Background: an optimization exercise with open tools, aiming at small area, a short achievable clock period and few clock cycles per item. Do not read the settings as production practice.
No functional check of the RTL was part of any run shown here.
No activity file was given, so power comes from the tool's default toggle rates.

## flow/design.v (module list and top-level ports; edited modules follow where they fit)
// module multiplier: 1420 lines
// module mult_and000: 3 lines
// module mult_cb: 3 lines
// module mult_fa: 4 lines
// module mult_g0000: 3 lines
// module mult_ha: 4 lines
// module mult_one: 3 lines
// module mult_or2: 3 lines
// module mult_pp: 3 lines
// module mult_pps: 3 lines
// module mult_two: 3 lines
// module mult_two0: 3 lines
// module mult_xnor: 3 lines
// module mult_xor: 3 lines
// module mult_y: 3 lines
module multiplier(
	input logic clk,
	input logic rst,
	input logic start_flag,
	input logic[15:0] a,
	input logic[15:0] b,
	output logic[31:0] result,
	output logic status
	);
  // ...
==> flow/flow/run.sh <==
#!/bin/bash
set -euo pipefail
cd "$(dirname "$0")/.."
export BUFFER_PORTS_ARGS="-buffer_cell sky130_fd_sc_hd__buf_2"
bash standard.sh > make.log 2>&1
==> flow/standard.sh <==
#!/bin/bash
# synth_recipe.tcl (not shown) runs the flow's synth.tcl, then flattens the netlist and writes it again
# the make line also repeats each setting of config.mk as NAME=value (left out here)
make -C /OpenROAD-flow-scripts/flow DESIGN_CONFIG=/design/flow/config.mk WORK_HOME=/design/flow/orfs CLKGATE_MAP_FILE= SYNTH_SCRIPT=/design/flow/synth_recipe.tcl "${@:-finish}"
==> flow/config.mk <==
export PLATFORM = sky130hd
export DESIGN_NAME = multiplier
export DESIGN_NICKNAME = multiplier
export VERILOG_FILES = /design/flow/design.v
export SDC_FILE = /design/flow/constraint.sdc
export NUM_CORES = 4
export LEC_CHECK = 0
export CAP_MARGIN = 20
export CORE_MARGIN = 2
export CORE_UTILIZATION = 70
export GPL_TIMING_DRIVEN = 1
export SETUP_SLACK_MARGIN = 0.3
export SLEW_MARGIN = 20
export SYNTH_HIERARCHICAL = 1
==> flow/constraint.sdc <==
create_clock -name core_clock -period 4.0 [get_ports {clk}]
set_input_delay 0.8000 -clock core_clock [delete_from_list [all_inputs] [get_ports {clk}]]
set_output_delay 0.8000 -clock core_clock [all_outputs]
set_load 0.01 [all_outputs]
==> results.ini, run 1 <==
[worst_setup_path]
critPathLaunch=b[1]
cp_slowest_cell=fa_1
setup.worst_path.class=input pin to flop
critPathBufInv=2
worstPathArrival_ns=3.74
cpPeakStageDelay_ns=0.58
path_max_fanout=15

[die]
tapCellCount=136
die_w_um=107
initial_utilization_pct=71.8
die_h_um=107
core_area_mm2=0.0103

[layout]
multi_input_area_share_pct=73.3
nFillCells=692
multi_input_gates=575
final-clk-cell-share_pct=2.47
numSequentialCells=58
n_all_inverters=5

[clock_network]
clkSlewWorstSetupHoldPaths_ns=0.07
ctsResizeCount=0
clkSinkCount=58
cts_tree=built

[pwr]
p_per_area_mw_per_mm2=681

[sta]
rsz0062_at_grt=no
fmax_mhz=285
slew_headroom_pct=53.6
fin_ws_ns=0.490

[global_routing]
grt_pass1_vias=5958
grtUsageMet1_pct=46.7

[detailed_routing]
route.met3.wl_mm=1.30
viasPerCell=6.35
wire_per_inst_um=20.9

[logic_synthesis]
synthSimpleGateAreaFrac_pct=4.93
syn_nets=839
synthCells=669
post_synth_instance_area_mm2=0.00741

[status]
status=finished clean

[placed_design]
dp_cells=882

==> run 2, diff against run 1 <==
--- a/flow/design.v
+++ b/flow/design.v
@@ -574,40 +574,40 @@
 	logic s992;
 	logic c993;
 	logic s995;
 	logic c996;
 	logic s998;
 	logic c999;
 	logic s1001;
 	logic c1002;
-	logic pa1004;
-	logic pg1006;
-	logic pa1008;
-	logic pg1010;
-	logic pa1012;
-	logic pg1014;
-	logic pa1016;
-	logic pg1018;
-	logic pa1020;
-	logic pg1022;
-	logic pa1024;
-	logic pg1026;
-	logic pa1028;
-	logic pg1030;
-	logic pa1032;
-	logic pg1034;
-	logic pa1036;
-	logic pg1038;
-	logic pa1040;
-	logic pg1042;
-	logic pa1044;
-	logic pg1046;
-	logic pa1048;
-	logic pg1050;
+	logic pg1004;
+	logic pa1006;
+	logic pg1008;
+	logic pa1010;
+	logic pg1012;
+	logic pa1014;
+	logic pg1016;
+	logic pa1018;
+	logic pg1020;
+	logic pa1022;
+	logic pg1024;
+	logic pa1026;
+	logic pg1028;
+	logic pa1030;
+	logic pg1032;
+	logic pa1034;
+	logic pg1036;
+	logic pa1038;
+	logic pg1040;
+	logic pa1042;
+	logic pg1044;
+	logic pa1046;
+	logic pg1048;
+	logic pa1050;
 	logic pg1052;
 	logic pg1054;
 	logic pa1056;
 	logic pg1058;
 	logic pa1060;
 	logic pg1062;
 	logic pa1064;
 	logic pg1066;
@@ -618,118 +618,77 @@
 	logic pa1076;
 	logic pg1078;
 	logic pa1080;
 	logic pg1082;
 	logic pa1084;
 	logic pg1086;
 	logic pa1088;
 	logic pg1090;
-	logic pa1092;
-	logic pg1094;
-	logic pa1096;
+	logic pg1092;
+	logic pa1094;
+	logic pg1096;
 	logic pg1098;
-	logic pa1100;
+	logic pg1100;
 	logic pg1102;
-	logic pa1104;
+	logic pg1104;
 	logic pg1106;
-	logic pa1108;
+	logic pg1108;
 	logic pg1110;
-	logic pa1112;
+	logic pg1112;
 	logic pg1114;
-	logic pa1116;
+	logic pg1116;
 	logic pg1118;
-	logic pa1120;
+	logic pg1120;
 	logic pg1122;
-	logic pa1124;
+	logic pg1124;
 	logic pg1126;
-	logic pa1128;
+	logic pg1128;
 	logic pg1130;
-	logic pa1132;
+	logic pg1132;
 	logic pg1134;
-	logic pa1136;
+	logic pg1136;
 	logic pg1138;
-	logic pa1140;
+	logic pg1140;
 	logic pg1142;
-	logic pa1144;
-	logic pg1146;
-	logic pa1148;
-	logic pg1150;
-	logic pg1152;
-	logic pg1154;
-	logic pg1156;
-	logic pg1158;
-	logic pg1160;
-	logic pg1162;
-	logic pg1164;
-	logic pg1166;
-	logic pa1168;
-	logic pg1170;
-	logic pa1172;
-	logic pg1174;
-	logic pa1176;
-	logic pg1178;
-	logic pa1180;
-	logic pg1182;
-	logic pa1184;
-	logic pg1186;
-	logic pa1188;
-	logic pg1190;
-	logic pa1192;
-	logic pg1194;
-	logic pa1196;
-	logic pg1198;
-	logic pg1200;
-	logic pg1202;
-	logic pg1204;
-	logic pg1206;
-	logic pg1208;
-	logic pg1210;
-	logic pg1212;
-	logic pg1214;
-	logic pg1216;
-	logic pg1218;
-	logic pg1220;
-	logic pg1222;
-	logic pg1224;
-	logic pg1226;
-	logic pg1228;
-	logic pg1230;
-	logic sum1232;
-	logic sum1234;
-	logic sum1236;
-	logic sum1238;
-	logic sum1240;
-	logic sum1242;
-	logic sum1244;
-	logic sum1246;
-	logic sum1248;
-	logic sum1250;
-	logic sum1252;
-	logic sum1254;
-	logic sum1256;
-	logic sum1258;
-	logic sum1260;
-	logic sum1262;
-	logic sum1264;
-	logic sum1266;
-	logic sum1268;
-	logic sum1270;
-	logic sum1272;
-	logic sum1274;
-	logic sum1276;
-	logic sum1278;
-	logic sum1280;
+	logic pg1144;
+	logic sum1146;
+	logic sum1148;
+	logic sum1150;
+	logic sum1152;
+	logic sum1154;
+	logic sum1156;
+	logic sum1158;
+	logic sum1160;
+	logic sum1162;
+	logic sum1164;
+	logic sum1166;
+	logic sum1168;
+	logic sum1170;
+	logic sum1172;
+	logic sum1174;
+	logic sum1176;
+	logic sum1178;
+	logic sum1180;
+	logic sum1182;
+	logic sum1184;
+	logic sum1186;
+	logic sum1188;
+	logic sum1190;
+	logic sum1192;
+	logic sum1194;
+	logic sum1196;
 	logic q0_0;
 	logic q1_0;
 	logic q2_0;
 	logic q3_0;
 	logic q4_0;
+	logic q5_c;
 	logic q5_0;
-	logic q6_c;
+	logic q5_1;
 	logic q6_0;
 	logic q6_1;
 	logic q7_0;
 	logic q7_1;
 	logic q8_0;
 	logic q8_1;
 	logic q9_0;
 	logic q9_1;
@@ -1182,17 +1141,17 @@
 	mult_fa u908 (.x(pp501), .y(pp569), .z(c827), .s(s906), .c(c907));
 	assign s909 = ~pp571;
 	assign c910 = pp571;
 	mult_ha u913 (.x(b[1]), .y(pp37), .s(s911), .c(c912));
 	mult_ha u916 (.x(pp39), .y(c912), .s(s914), .c(c915));
 	mult_fa u919 (.x(s828), .y(pp109), .z(c915), .s(s917), .c(c918));
 	mult_fa u922 (.x(c829), .y(s831), .z(c918), .s(s920), .c(c921));
 	mult_fa u925 (.x(c832), .y(s834), .z(c921), .s(s923), .c(c924));
-	mult_fa u928 (.x(c835), .y(s837), .z(c924), .s(s926), .c(c927));
+	mult_ha u928 (.x(q5_0), .y(q5_1), .s(s926), .c(c927));
 	mult_ha u931 (.x(q6_0), .y(q6_1), .s(s929), .c(c930));
 	mult_ha u934 (.x(q7_0), .y(q7_1), .s(s932), .c(c933));
 	mult_ha u937 (.x(q8_0), .y(q8_1), .s(s935), .c(c936));
 	mult_ha u940 (.x(q9_0), .y(q9_1), .s(s938), .c(c939));
 	mult_ha u943 (.x(q10_0), .y(q10_1), .s(s941), .c(c942));
 	mult_ha u946 (.x(q11_0), .y(q11_1), .s(s944), .c(c945));
 	mult_ha u949 (.x(q12_0), .y(q12_1), .s(s947), .c(c948));
 	mult_ha u952 (.x(q13_0), .y(q13_1), .s(s950), .c(c951));
@@ -1208,163 +1167,122 @@
 	mult_ha u982 (.x(q23_0), .y(q23_1), .s(s980), .c(c981));
 	mult_ha u985 (.x(q24_0), .y(q24_1), .s(s983), .c(c984));
 	mult_ha u988 (.x(q25_0), .y(q25_1), .s(s986), .c(c987));
 	mult_ha u991 (.x(q26_0), .y(q26_1), .s(s989), .c(c990));
 	mult_ha u994 (.x(q27_0), .y(q27_1), .s(s992), .c(c993));
 	mult_ha u997 (.x(q28_0), .y(q28_1), .s(s995), .c(c996));
 	mult_ha u1000 (.x(q29_0), .y(q29_1), .s(s998), .c(c999));
 	mult_ha u1003 (.x(q30_0), .y(q30_1), .s(s1001), .c(c1002));
-	mult_and000 u1005 (.a(s932), .b(s929), .y(pa1004));
-	mult_g0000 u1007 (.gh(c933), .ph(s932), .gl(c930), .g(pg1006));
-	mult_and000 u1009 (.a(s938), .b(s935), .y(pa1008));
-	mult_g0000 u1011 (.gh(c939), .ph(s938), .gl(c936), .g(pg1010));
-	mult_and000 u1013 (.a(s944), .b(s941), .y(pa1012));
-	mult_g0000 u1015 (.gh(c945), .ph(s944), .gl(c942), .g(pg1014));
-	mult_and000 u1017 (.a(s950), .b(s947), .y(pa1016));
-	mult_g0000 u1019 (.gh(c951), .ph(s950), .gl(c948), .g(pg1018));
-	mult_and000 u1021 (.a(s956), .b(s953), .y(pa1020));
-	mult_g0000 u1023 (.gh(c957), .ph(s956), .gl(c954), .g(pg1022));
-	mult_and000 u1025 (.a(s962), .b(s959), .y(pa1024));
-	mult_g0000 u1027 (.gh(c963), .ph(s962), .gl(c960), .g(pg1026));
-	mult_and000 u1029 (.a(s968), .b(s965), .y(pa1028));
-	mult_g0000 u1031 (.gh(c969), .ph(s968), .gl(c966), .g(pg1030));
-	mult_and000 u1033 (.a(s974), .b(s971), .y(pa1032));
-	mult_g0000 u1035 (.gh(c975), .ph(s974), .gl(c972), .g(pg1034));
-	mult_and000 u1037 (.a(s980), .b(s977), .y(pa1036));
-	mult_g0000 u1039 (.gh(c981), .ph(s980), .gl(c978), .g(pg1038));
-	mult_and000 u1041 (.a(s986), .b(s983), .y(pa1040));
-	mult_g0000 u1043 (.gh(c987), .ph(s986), .gl(c984), .g(pg1042));
-	mult_and000 u1045 (.a(s992), .b(s989), .y(pa1044));
-	mult_g0000 u1047 (.gh(c993), .ph(s992), .gl(c990), .g(pg1046));
-	mult_and000 u1049 (.a(s998), .b(s995), .y(pa1048));
-	mult_g0000 u1051 (.gh(c999), .ph(s998), .gl(c996), .g(pg1050));
-	mult_g0000 u1053 (.gh(c930), .ph(s929), .gl(q6_c), .g(pg1052));
-	mult_g0000 u1055 (.gh(pg1006), .ph(pa1004), .gl(q6_c), .g(pg1054));
-	mult_and000 u1057 (.a(s941), .b(pa1008), .y(pa1056));
-	mult_g0000 u1059 (.gh(c942), .ph(s941), .gl(pg1010), .g(pg1058));
-	mult_and000 u1061 (.a(pa1012), .b(pa1008), .y(pa1060));
-	mult_g0000 u1063 (.gh(pg1014), .ph(pa1012), .gl(pg1010), .g(pg1062));
-	mult_and000 u1065 (.a(s953), .b(pa1016), .y(pa1064));
-	mult_g0000 u1067 (.gh(c954), .ph(s953), .gl(pg1018), .g(pg1066));
-	mult_and000 u1069 (.a(pa1020), .b(pa1016), .y(pa1068));
-	mult_g0000 u1071 (.gh(pg1022), .ph(pa1020), .gl(pg1018), .g(pg1070));
-	mult_and000 u1073 (.a(s965), .b(pa1024), .y(pa1072));
-	mult_g0000 u1075 (.gh(c966), .ph(s965), .gl(pg1026), .g(pg1074));
-	mult_and000 u1077 (.a(pa1028), .b(pa1024), .y(pa1076));
-	mult_g0000 u1079 (.gh(pg1030), .ph(pa1028), .gl(pg1026), .g(pg1078));
-	mult_and000 u1081 (.a(s977), .b(pa1032), .y(pa1080));
-	mult_g0000 u1083 (.gh(c978), .ph(s977), .gl(pg1034), .g(pg1082));
-	mult_and000 u1085 (.a(pa1036), .b(pa1032), .y(pa1084));
-	mult_g0000 u1087 (.gh(pg1038), .ph(pa1036), .gl(pg1034), .g(pg1086));
-	mult_and000 u1089 (.a(s989), .b(pa1040), .y(pa1088));
-	mult_g0000 u1091 (.gh(c990), .ph(s989), .gl(pg1042), .g(pg1090));
-	mult_and000 u1093 (.a(pa1044), .b(pa1040), .y(pa1092));
-	mult_g0000 u1095 (.gh(pg1046), .ph(pa1044), .gl(pg1042), .g(pg1094));
-	mult_and000 u1097 (.a(s1001), .b(pa1048), .y(pa1096));
-	mult_g0000 u1099 (.gh(c1002), .ph(s1001), .gl(pg1050), .g(pg1098));
-	mult_and000 u1101 (.a(s1001), .b(pa1048), .y(pa1100));
-	mult_g0000 u1103 (.gh(c1002), .ph(s1001), .gl(pg1050), .g(pg1102));
-	mult_and000 u1105 (.a(s947), .b(pa1060), .y(pa1104));
-	mult_g0000 u1107 (.gh(c948), .ph(s947), .gl(pg1062), .g(pg1106));
-	mult_and000 u1109 (.a(pa1016), .b(pa1060), .y(pa1108));
-	mult_g0000 u1111 (.gh(pg1018), .ph(pa1016), .gl(pg1062), .g(pg1110));
-	mult_and000 u1113 (.a(pa1064), .b(pa1060), .y(pa1112));
-	mult_g0000 u1115 (.gh(pg1066), .ph(pa1064), .gl(pg1062), .g(pg1114));
-	mult_and000 u1117 (.a(pa1068), .b(pa1060), .y(pa1116));
-	mult_g0000 u1119 (.gh(pg1070), .ph(pa1068), .gl(pg1062), .g(pg1118));
-	mult_and000 u1121 (.a(s971), .b(pa1076), .y(pa1120));
-	mult_g0000 u1123 (.gh(c972), .ph(s971), .gl(pg1078), .g(pg1122));
-	mult_and000 u1125 (.a(pa1032), .b(pa1076), .y(pa1124));
-	mult_g0000 u1127 (.gh(pg1034), .ph(pa1032), .gl(pg1078), .g(pg1126));
-	mult_and000 u1129 (.a(pa1080), .b(pa1076), .y(pa1128));
-	mult_g0000 u1131 (.gh(pg1082), .ph(pa1080), .gl(pg1078), .g(pg1130));
-	mult_and000 u1133 (.a(pa1084), .b(pa1076), .y(pa1132));
-	mult_g0000 u1135 (.gh(pg1086), .ph(pa1084), .gl(pg1078), .g(pg1134));
-	mult_and000 u1137 (.a(s995), .b(pa1092), .y(pa1136));
-	mult_g0000 u1139 (.gh(c996), .ph(s995), .gl(pg1094), .g(pg1138));
-	mult_and000 u1141 (.a(pa1048), .b(pa1092), .y(pa1140));
-	mult_g0000 u1143 (.gh(pg1050), .ph(pa1048), .gl(pg1094), .g(pg1142));
-	mult_and000 u1145 (.a(pa1096), .b(pa1092), .y(pa1144));
-	mult_g0000 u1147 (.gh(pg1098), .ph(pa1096), .gl(pg1094), .g(pg1146));
-	mult_and000 u1149 (.a(pa1100), .b(pa1092), .y(pa1148));
-	mult_g0000 u1151 (.gh(pg1102), .ph(pa1100), .gl(pg1094), .g(pg1150));
-	mult_g0000 u1153 (.gh(c936), .ph(s935), .gl(pg1054), .g(pg1152));
-	mult_g0000 u1155 (.gh(pg1010), .ph(pa1008), .gl(pg1054), .g(pg1154));
-	mult_g0000 u1157 (.gh(pg1058), .ph(pa1056), .gl(pg1054), .g(pg1156));
-	mult_g0000 u1159 (.gh(pg1062), .ph(pa1060), .gl(pg1054), .g(pg1158));
-	mult_g0000 u1161 (.gh(pg1106), .ph(pa1104), .gl(pg1054), .g(pg1160));
-	mult_g0000 u1163 (.gh(pg1110), .ph(pa1108), .gl(pg1054), .g(pg1162));
-	mult_g0000 u1165 (.gh(pg1114), .ph(pa1112), .gl(pg1054), .g(pg1164));
-	mult_g0000 u1167 (.gh(pg1118), .ph(pa1116), .gl(pg1054), .g(pg1166));
-	mult_and000 u1169 (.a(s983), .b(pa1132), .y(pa1168));
-	mult_g0000 u1171 (.gh(c984), .ph(s983), .gl(pg1134), .g(pg1170));
-	mult_and000 u1173 (.a(pa1040), .b(pa1132), .y(pa1172));
-	mult_g0000 u1175 (.gh(pg1042), .ph(pa1040), .gl(pg1134), .g(pg1174));
-	mult_and000 u1177 (.a(pa1088), .b(pa1132), .y(pa1176));
-	mult_g0000 u1179 (.gh(pg1090), .ph(pa1088), .gl(pg1134), .g(pg1178));
-	mult_and000 u1181 (.a(pa1092), .b(pa1132), .y(pa1180));
-	mult_g0000 u1183 (.gh(pg1094), .ph(pa1092), .gl(pg1134), .g(pg1182));
-	mult_and000 u1185 (.a(pa1136), .b(pa1132), .y(pa1184));
-	mult_g0000 u1187 (.gh(pg1138), .ph(pa1136), .gl(pg1134), .g(pg1186));
-	mult_and000 u1189 (.a(pa1140), .b(pa1132), .y(pa1188));
-	mult_g0000 u1191 (.gh(pg1142), .ph(pa1140), .gl(pg1134), .g(pg1190));
-	mult_and000 u1193 (.a(pa1144), .b(pa1132), .y(pa1192));
-	mult_g0000 u1195 (.gh(pg1146), .ph(pa1144), .gl(pg1134), .g(pg1194));
-	mult_and000 u1197 (.a(pa1148), .b(pa1132), .y(pa1196));
-	mult_g0000 u1199 (.gh(pg1150), .ph(pa1148), .gl(pg1134), .g(pg1198));
-	mult_g0000 u1201 (.gh(c960), .ph(s959), .gl(pg1166), .g(pg1200));
-	mult_g0000 u1203 (.gh(pg1026), .ph(pa1024), .gl(pg1166), .g(pg1202));
-	mult_g0000 u1205 (.gh(pg1074), .ph(pa1072), .gl(pg1166), .g(pg1204));
-	mult_g0000 u1207 (.gh(pg1078), .ph(pa1076), .gl(pg1166), .g(pg1206));
-	mult_g0000 u1209 (.gh(pg1122), .ph(pa1120), .gl(pg1166), .g(pg1208));
-	mult_g0000 u1211 (.gh(pg1126), .ph(pa1124), .gl(pg1166), .g(pg1210));
-	mult_g0000 u1213 (.gh(pg1130), .ph(pa1128), .gl(pg1166), .g(pg1212));
-	mult_g0000 u1215 (.gh(pg1134), .ph(pa1132), .gl(pg1166), .g(pg1214));
-	mult_g0000 u1217 (.gh(pg1170), .ph(pa1168), .gl(pg1166), .g(pg1216));
-	mult_g0000 u1219 (.gh(pg1174), .ph(pa1172), .gl(pg1166), .g(pg1218));
-	mult_g0000 u1221 (.gh(pg1178), .ph(pa1176), .gl(pg1166), .g(pg1220));
-	mult_g0000 u1223 (.gh(pg1182), .ph(pa1180), .gl(pg1166), .g(pg1222));
-	mult_g0000 u1225 (.gh(pg1186), .ph(pa1184), .gl(pg1166), .g(pg1224));
-	mult_g0000 u1227 (.gh(pg1190), .ph(pa1188), .gl(pg1166), .g(pg1226));
-	mult_g0000 u1229 (.gh(pg1194), .ph(pa1192), .gl(pg1166), .g(pg1228));
-	mult_g0000 u1231 (.gh(pg1198), .ph(pa1196), .gl(pg1166), .g(pg1230));
-	mult_xor u1233 (.a(s929), .b(q6_c), .y(sum1232));
-	mult_xor u1235 (.a(s932), .b(pg1052), .y(sum1234));
-	mult_xor u1237 (.a(s935), .b(pg1054), .y(sum1236));
-	mult_xor u1239 (.a(s938), .b(pg1152), .y(sum1238));
-	mult_xor u1241 (.a(s941), .b(pg1154), .y(sum1240));
-	mult_xor u1243 (.a(s944), .b(pg1156), .y(sum1242));
-	mult_xor u1245 (.a(s947), .b(pg1158), .y(sum1244));
-	mult_xor u1247 (.a(s950), .b(pg1160), .y(sum1246));
-	mult_xor u1249 (.a(s953), .b(pg1162), .y(sum1248));
-	mult_xor u1251 (.a(s956), .b(pg1164), .y(sum1250));
-	mult_xor u1253 (.a(s959), .b(pg1166), .y(sum1252));
-	mult_xor u1255 (.a(s962), .b(pg1200), .y(sum1254));
-	mult_xor u1257 (.a(s965), .b(pg1202), .y(sum1256));
-	mult_xor u1259 (.a(s968), .b(pg1204), .y(sum1258));
-	mult_xor u1261 (.a(s971), .b(pg1206), .y(sum1260));
-	mult_xor u1263 (.a(s974), .b(pg1208), .y(sum1262));
-	mult_xor u1265 (.a(s977), .b(pg1210), .y(sum1264));
-	mult_xor u1267 (.a(s980), .b(pg1212), .y(sum1266));
-	mult_xor u1269 (.a(s983), .b(pg1214), .y(sum1268));
-	mult_xor u1271 (.a(s986), .b(pg1216), .y(sum1270));
-	mult_xor u1273 (.a(s989), .b(pg1218), .y(sum1272));
-	mult_xor u1275 (.a(s992), .b(pg1220), .y(sum1274));
-	mult_xor u1277 (.a(s995), .b(pg1222), .y(sum1276));
-	mult_xor u1279 (.a(s998), .b(pg1224), .y(sum1278));
-	mult_xor u1281 (.a(s1001), .b(pg1226), .y(sum1280));
+	mult_g0000 u1005 (.gh(c927), .ph(s926), .gl(q5_c), .g(pg1004));
+	mult_and000 u1007 (.a(s932), .b(s929), .y(pa1006));
+	mult_g0000 u1009 (.gh(c933), .ph(s932), .gl(c930), .g(pg1008));
+	mult_and000 u1011 (.a(s938), .b(s935), .y(pa1010));
+	mult_g0000 u1013 (.gh(c939), .ph(s938), .gl(c936), .g(pg1012));
+	mult_and000 u1015 (.a(s944), .b(s941), .y(pa1014));
+	mult_g0000 u1017 (.gh(c945), .ph(s944), .gl(c942), .g(pg1016));
+	mult_and000 u1019 (.a(s950), .b(s947), .y(pa1018));
+	mult_g0000 u1021 (.gh(c951), .ph(s950), .gl(c948), .g(pg1020));
+	mult_and000 u1023 (.a(s956), .b(s953), .y(pa1022));
+	mult_g0000 u1025 (.gh(c957), .ph(s956), .gl(c954), .g(pg1024));
+	mult_and000 u1027 (.a(s962), .b(s959), .y(pa1026));
+	mult_g0000 u1029 (.gh(c963), .ph(s962), .gl(c960), .g(pg1028));
+	mult_and000 u1031 (.a(s968), .b(s965), .y(pa1030));
+	mult_g0000 u1033 (.gh(c969), .ph(s968), .gl(c966), .g(pg1032));
+	mult_and000 u1035 (.a(s974), .b(s971), .y(pa1034));
+	mult_g0000 u1037 (.gh(c975), .ph(s974), .gl(c972), .g(pg1036));
+	mult_and000 u1039 (.a(s980), .b(s977), .y(pa1038));
+	mult_g0000 u1041 (.gh(c981), .ph(s980), .gl(c978), .g(pg1040));
+	mult_and000 u1043 (.a(s986), .b(s983), .y(pa1042));
+	mult_g0000 u1045 (.gh(c987), .ph(s986), .gl(c984), .g(pg1044));
+	mult_and000 u1047 (.a(s992), .b(s989), .y(pa1046));
+	mult_g0000 u1049 (.gh(c993), .ph(s992), .gl(c990), .g(pg1048));
+	mult_and000 u1051 (.a(s998), .b(s995), .y(pa1050));
+	mult_g0000 u1053 (.gh(c999), .ph(s998), .gl(c996), .g(pg1052));
+	mult_g0000 u1055 (.gh(pg1008), .ph(pa1006), .gl(pg1004), .g(pg1054));
+	mult_and000 u1057 (.a(pa1014), .b(pa1010), .y(pa1056));
+	mult_g0000 u1059 (.gh(pg1016), .ph(pa1014), .gl(pg1012), .g(pg1058));
+	mult_and000 u1061 (.a(pa1022), .b(pa1018), .y(pa1060));
+	mult_g0000 u1063 (.gh(pg1024), .ph(pa1022), .gl(pg1020), .g(pg1062));
+	mult_and000 u1065 (.a(pa1030), .b(pa1026), .y(pa1064));
+	mult_g0000 u1067 (.gh(pg1032), .ph(pa1030), .gl(pg1028), .g(pg1066));
+	mult_and000 u1069 (.a(pa1038), .b(pa1034), .y(pa1068));
+	mult_g0000 u1071 (.gh(pg1040), .ph(pa1038), .gl(pg1036), .g(pg1070));
+	mult_and000 u1073 (.a(pa1046), .b(pa1042), .y(pa1072));
+	mult_g0000 u1075 (.gh(pg1048), .ph(pa1046), .gl(pg1044), .g(pg1074));
+	mult_and000 u1077 (.a(s1001), .b(pa1050), .y(pa1076));
+	mult_g0000 u1079 (.gh(c1002), .ph(s1001), .gl(pg1052), .g(pg1078));
+	mult_and000 u1081 (.a(pa1060), .b(pa1056), .y(pa1080));
+	mult_g0000 u1083 (.gh(pg1062), .ph(pa1060), .gl(pg1058), .g(pg1082));
+	mult_and000 u1085 (.a(pa1068), .b(pa1064), .y(pa1084));
+	mult_g0000 u1087 (.gh(pg1070), .ph(pa1068), .gl(pg1066), .g(pg1086));
+	mult_and000 u1089 (.a(pa1076), .b(pa1072), .y(pa1088));
+	mult_g0000 u1091 (.gh(pg1078), .ph(pa1076), .gl(pg1074), .g(pg1090));
+	mult_g0000 u1093 (.gh(pg1082), .ph(pa1080), .gl(pg1054), .g(pg1092));
+	mult_and000 u1095 (.a(pa1088), .b(pa1084), .y(pa1094));
+	mult_g0000 u1097 (.gh(pg1090), .ph(pa1088), .gl(pg1086), .g(pg1096));
+	mult_g0000 u1099 (.gh(pg1096), .ph(pa1094), .gl(pg1092), .g(pg1098));
+	mult_g0000 u1101 (.gh(pg1086), .ph(pa1084), .gl(pg1092), .g(pg1100));
+	mult_g0000 u1103 (.gh(pg1058), .ph(pa1056), .gl(pg1054), .g(pg1102));
+	mult_g0000 u1105 (.gh(pg1066), .ph(pa1064), .gl(pg1092), .g(pg1104));
+	mult_g0000 u1107 (.gh(pg1074), .ph(pa1072), .gl(pg1100), .g(pg1106));
+	mult_g0000 u1109 (.gh(pg1012), .ph(pa1010), .gl(pg1054), .g(pg1108));
+	mult_g0000 u1111 (.gh(pg1020), .ph(pa1018), .gl(pg1102), .g(pg1110));
+	mult_g0000 u1113 (.gh(pg1028), .ph(pa1026), .gl(pg1092), .g(pg1112));
+	mult_g0000 u1115 (.gh(pg1036), .ph(pa1034), .gl(pg1104), .g(pg1114));
+	mult_g0000 u1117 (.gh(pg1044), .ph(pa1042), .gl(pg1100), .g(pg1116));
+	mult_g0000 u1119 (.gh(pg1052), .ph(pa1050), .gl(pg1106), .g(pg1118));
+	mult_g0000 u1121 (.gh(c930), .ph(s929), .gl(pg1004), .g(pg1120));
+	mult_g0000 u1123 (.gh(c936), .ph(s935), .gl(pg1054), .g(pg1122));
+	mult_g0000 u1125 (.gh(c942), .ph(s941), .gl(pg1108), .g(pg1124));
+	mult_g0000 u1127 (.gh(c948), .ph(s947), .gl(pg1102), .g(pg1126));
+	mult_g0000 u1129 (.gh(c954), .ph(s953), .gl(pg1110), .g(pg1128));
+	mult_g0000 u1131 (.gh(c960), .ph(s959), .gl(pg1092), .g(pg1130));
+	mult_g0000 u1133 (.gh(c966), .ph(s965), .gl(pg1112), .g(pg1132));
+	mult_g0000 u1135 (.gh(c972), .ph(s971), .gl(pg1104), .g(pg1134));
+	mult_g0000 u1137 (.gh(c978), .ph(s977), .gl(pg1114), .g(pg1136));
+	mult_g0000 u1139 (.gh(c984), .ph(s983), .gl(pg1100), .g(pg1138));
+	mult_g0000 u1141 (.gh(c990), .ph(s989), .gl(pg1116), .g(pg1140));
+	mult_g0000 u1143 (.gh(c996), .ph(s995), .gl(pg1106), .g(pg1142));
+	mult_g0000 u1145 (.gh(c1002), .ph(s1001), .gl(pg1118), .g(pg1144));
+	mult_xor u1147 (.a(s926), .b(q5_c), .y(sum1146));
+	mult_xor u1149 (.a(s929), .b(pg1004), .y(sum1148));
+	mult_xor u1151 (.a(s932), .b(pg1120), .y(sum1150));
+	mult_xor u1153 (.a(s935), .b(pg1054), .y(sum1152));
+	mult_xor u1155 (.a(s938), .b(pg1122), .y(sum1154));
+	mult_xor u1157 (.a(s941), .b(pg1108), .y(sum1156));
+	mult_xor u1159 (.a(s944), .b(pg1124), .y(sum1158));
+	mult_xor u1161 (.a(s947), .b(pg1102), .y(sum1160));
+	mult_xor u1163 (.a(s950), .b(pg1126), .y(sum1162));
+	mult_xor u1165 (.a(s953), .b(pg1110), .y(sum1164));
+	mult_xor u1167 (.a(s956), .b(pg1128), .y(sum1166));
+	mult_xor u1169 (.a(s959), .b(pg1092), .y(sum1168));
+	mult_xor u1171 (.a(s962), .b(pg1130), .y(sum1170));
+	mult_xor u1173 (.a(s965), .b(pg1112), .y(sum1172));
+	mult_xor u1175 (.a(s968), .b(pg1132), .y(sum1174));
+	mult_xor u1177 (.a(s971), .b(pg1104), .y(sum1176));
+	mult_xor u1179 (.a(s974), .b(pg1134), .y(sum1178));
+	mult_xor u1181 (.a(s977), .b(pg1114), .y(sum1180));
+	mult_xor u1183 (.a(s980), .b(pg1136), .y(sum1182));
+	mult_xor u1185 (.a(s983), .b(pg1100), .y(sum1184));
+	mult_xor u1187 (.a(s986), .b(pg1138), .y(sum1186));
+	mult_xor u1189 (.a(s989), .b(pg1116), .y(sum1188));
+	mult_xor u1191 (.a(s992), .b(pg1140), .y(sum1190));
+	mult_xor u1193 (.a(s995), .b(pg1106), .y(sum1192));
+	mult_xor u1195 (.a(s998), .b(pg1142), .y(sum1194));
+	mult_xor u1197 (.a(s1001), .b(pg1118), .y(sum1196));
 	always_ff @(posedge clk) begin
 		q0_0 <= s911;
 		q1_0 <= s914;
 		q2_0 <= s917;
 		q3_0 <= s920;
 		q4_0 <= s923;
-		q5_0 <= s926;
-		q6_c <= c927;
+		q5_c <= c924;
+		q5_0 <= c835;
+		q5_1 <= s837;
 		q6_0 <= c838;
 		q6_1 <= s840;
 		q7_0 <= c841;
 		q7_1 <= s843;
 		q8_0 <= c844;
 		q8_1 <= s846;
 		q9_0 <= c847;
 		q9_1 <= s849;
@@ -1410,17 +1328,17 @@
 		q29_1 <= s909;
 		q30_0 <= c910;
 		q30_1 <= pp573;
 	end
 	always_ff @(posedge clk or negedge rst) begin
 		if(~rst) done <= 1'b0;
 		else done <= start_flag;
 	end
-	assign result = {~pg1228, sum1280, sum1278, sum1276, sum1274, sum1272, sum1270, sum1268, sum1266, sum1264, sum1262, sum1260, sum1258, sum1256, sum1254, sum1252, sum1250, sum1248, sum1246, sum1244, sum1242, sum1240, sum1238, sum1236, sum1234, sum1232, q5_0, q4_0, q3_0, q2_0, q1_0, q0_0};
+	assign result = {~pg1144, sum1196, sum1194, sum1192, sum1190, sum1188, sum1186, sum1184, sum1182, sum1180, sum1178, sum1176, sum1174, sum1172, sum1170, sum1168, sum1166, sum1164, sum1162, sum1160, sum1158, sum1156, sum1154, sum1152, sum1150, sum1148, sum1146, q4_0, q3_0, q2_0, q1_0, q0_0};
 	assign status = done;
 endmodule
 module mult_and000(input logic a, input logic b, output logic y);
 	assign y = (a & b);
 endmodule
 module mult_cb(input logic b1, input logic b0, input logic bm, output logic cb);
 	assign cb = b1 & ~(b0 & bm);
 endmodule
==> flow/config.mk (replaced) <==
export PLATFORM = sky130hd
export DESIGN_NAME = multiplier
export DESIGN_NICKNAME = multiplier
export VERILOG_FILES = /design/flow/design.v
export SDC_FILE = /design/flow/constraint.sdc
export NUM_CORES = 4
export LEC_CHECK = 0
export CAP_MARGIN = 20
export CORE_MARGIN = 2
export CORE_UTILIZATION = 70
export GPL_TIMING_DRIVEN = 1
export SETUP_SLACK_MARGIN = 0.4
export SLEW_MARGIN = 20
export SYNTH_HIERARCHICAL = 1
==> run 2 against run 1 <==
  * First-iteration DRC count grew 10%
  * Critical path depth grew 3
  * Sequential power grew 2.7%
  * Critical path type is now flop to output pin
  * Critical endpoint is now result[31]
  * Largest power group unchanged
==> results.ini, run 2 <==
[global_routing]
grt_pass1_vias=5631  ; -5.5%
grtUsageTotal_pct=33.4
grt_pass1_wl_mm=28.3
overflow=0
grt_max_degree=22
grt_antenna_before_repair=0

[worst_setup_path]
crit_path_frequent_cell=a21o_1
worstPathArrival_ns=2.71  ; -1.03 ns
setup.worst_path.class=flop to output pin
cpPeakStageDelay_ns=0.33  ; -0.25 ns
critPathBufInv=2  ; unchanged
crit_chain=ha_1 -> a21o_1 -> a21o_1 -> a21o_1 -> a21o_4 -> a21o_4 -> a21o_1 -> a21o_1 -> a21o_1 -> inv_1 -> buf_2
path_max_fanout=5  ; -10
cp_slowest_cell=ha_1
crit_path_start_kind=flop
worst_setup_path_end_kind=output pin
crit_required_ns=3.20
crit_family=compound AO/OA/AOI/OAI gates

[sta]
period_needed_ns=3.51
hold_viol_final=0
fin_tns_setup_ns=0
fin_crit_sh_pct=87.7
slew_headroom_pct=66.1  ; +13 points
fmax_mhz=285  ; about the same
finalMaxSlewViolations=0
finalSetupViolations=0
rsz0062_at_grt=yes
worst_pin_slew_ns=0.508

[worst_hold_path]
worstHoldPathType=input pin to asynchronous set/reset pin

[die]
die_h_um=105  ; -1.8%
die-area_mm2=0.0110
die_w_um=105  ; -1.8%
initial_utilization_pct=72.7  ; +0.90 points
core_area_mm2=0.00982  ; -4.9%
num_rows=36
io_pins=68

[detailed_routing]
wire_per_inst_um=20.8  ; -0.22%
dr.pass1.iters=5
vias=5443
drc=0
initialDrtViolationCount=538
viasPerCell=6.39  ; +0.66%
wl_mm=17.7
ant_nets=0

[pwr]
leakage_nw=3.94
peakVddDrop_uv=635
p_per_area_mw_per_mm2=663  ; -2.6%

[logic_synthesis]
syn_nets=798  ; -4.9%
post_synth_instance_area_mm2=0.00714  ; -3.7%
avgSynthCellArea_um2=11.4
synth_top_cells_by_count=xor2_1, a22o_1, fa_1
synthCells=628  ; -6.1%
synth_cell_type_count=18
yosys_most_used_dff=dfxtp_1
ys_warn_count=7
synth_top_area_cell=fa_1
async_reset_ff_share_pct=1.69
synth_edf_count=0
ys_seq_area_share_pct=16.6
synth_top_area_share_pct=25.2
yosysMostFrequentCell=xor2_1
synthTopCellsByArea=fa_1, xor2_1, dfxtp_1, a22o_1, ha_1
yosys_register_bits=59

[placed_design]
gp_congestion=0.930
hpwl_mm=14.0
port_buffers=67

[layout]
final_common_cell=xor2_1
area_delta_synth_final_pct=13.2
nFillCells=614  ; -11%
nNetsFinal=885
antennaDiodeCount=0
drive_above_1_share_pct=20.6
seqCellArea_mm2=0.00119
multi_input_area_mm2=0.00587
final_cell_mix=xor2_1, a22o_1, fa_1
fin_util_pct=82.3

[flow_run]
maxCapViolCount=0

[clock_network]
cts_buffers=9
cts_buffer_depth=2
cts_max_level=3
clkSlewWorstSetupHoldPaths_ns=0.06  ; about the same
cts_tree=built
clkSinkCount=59  ; +1.7%
cts_root_buffer=clkbuf_8

[status]
status=finished clean

run 2: power breakdown:
| group | total (W) | switching, W | internal (W) |
|---|---|---|---|
| Sequential | 0.000984 | 0.0000977 | 0.000886 |
| Clock | 0.000534 | 0.000235 | 0.000299 |
| Combinational | 0.00384 | 0.00203 | 0.00181 |
| Total | 0.00536 | 0.00236 | 0.00300 |
run 2: worst paths after layout:
path	to	startpoint	slack (ns)	cells after the start
setup / recovery	result[31]	q13_1	0.49	11
hold / removal	done	rst	0.21	1
max in group asynchronous	done	rst	3.71	1
min in group core_clock	done	start_flag	0.56	1
run 2: layout make-up:
class                           instances  area share (%)
Timing Repair Buffer                  107            8.11
Clock inverter                          3           0.496
Sequential cell                        59            14.7
Multi-Input combinational cell        533            72.6
Clock buffer                           12            1.80
Tap cell                              133            2.06
Inverter                                5           0.232
run 2: repair_timing:
| item | 4_1_cts | 5_1_grt |
|---|---|---|
| buffers inserted | 0 | 1 |
| pin swaps | 0 | 2 |
| resized for setup | 2 | 13 |
| cloned | 0 | 0 |
| endpoints found under the setup margin | 2 | 9 |
| hold buffers | 0 | 0 |
run 2: through the flow:
stage / std cells / total power, W / hold slack [ns] / setup WS [ns] / cell area, um2
finish: 852 / 0.00536 / 0.207 / 0.492 / 8080
detailed placement: 836 / 0.00472 / 0.580 / 0.00106 / 7770
global placement: 836 / 0.00452 / 0.574 / 0.116 / 7770
CTS: 851 / 0.00529 / 0.202 / 0.418 / 7970
global route: 852 / 0.00583 / 0.200 / 0.387 / 8080
floorplan: 628 / 0.00417 / 0.504 / 0.424 / 7190
run 2: routing by layer:
layer,vias to the layer above,wire length (um),GRT usage (%)
met2,265,8370,54.9
met3,55,1120,3.93
met4,0,607,13.8
li1,2411,-,-
met5,-,0,0
met1,2712,7640,45.0
run 2: kinds of logic (layout without fill, tap and decap cells):
kind of cell               after synthesis  in the layout  share of synthesized area (%)
and+or+nand+nor                         38             38                           3.19
xor gates and xnor gates               165            165                           20.2
buffers and inverters                   36            127                           3.52
adders and majority gates              135            135                           33.1
DFF                                     59             59                           16.6
AOI/OAI and AO/OA                      195            195                           23.3
run 2: modules after synthesis, one instance, submodules excluded, a selection:
module | cells | cell area [um2] | times used | flops+latches
multiplier | 95 | 1440 | 1 | 59
mult_one | 1 | 8.76 | 7 | 0
mult_and000 | 1 | 6.26 | 19 | 0
mult_g0000 | 1 | 7.51 | 45 | 0
mult_pps | 1 | 5.00 | 8 | 0
mult_two | 3 | 22.5 | 7 | 0
mult_pp | 1 | 8.76 | 128 | 0
mult_y | 1 | 8.76 | 128 | 0
mult_two0 | 1 | 13.8 | 1 | 0
mult_xnor | 1 | 8.76 | 4 | 0
mult_fa | 1 | 20.0 | 90 | 0
mult_or2 | 1 | 6.26 | 4 | 0
mult_cb | 1 | 11.3 | 7 | 0
mult_ha | 1 | 12.5 | 45 | 0

==> afterwards: timing with drivers on the ports <==
The results above use ideal ports. As a check the final layouts listed here were re-extracted and re-timed, cells and wires unchanged.
Step 1, drivers: a clkbuf_16 drives clk and a buf_2 each remaining input, both assumed.
Step 2 times the ports against the registers' clock, not the clock port: input delays grow and output delays shrink by t, the midpoint of the rising clock arrivals with the driver on.
Three values: ideal ports, drivers, drivers and shift; two values: the first two.
run	t (ns)	setup WS [ns]	hold slack, ns	latest minus earliest clock arrival (ns)	worst data-port slew with drivers (ns)
run 1	0.387	0.490 / 0.495 / 0.109	0.201 / 0.191 / 0.578	0.009 / 0.010	0.04
run 2	0.390	0.492 / 0.457 / 0.138	0.207 / 0.192 / 0.582	0.007 / 0.007	0.04
After both steps every run listed still meets setup and hold. The setup slack of run 1, which loses most, moves by +0.005 ns with the drivers and by -0.381 ns with both steps.
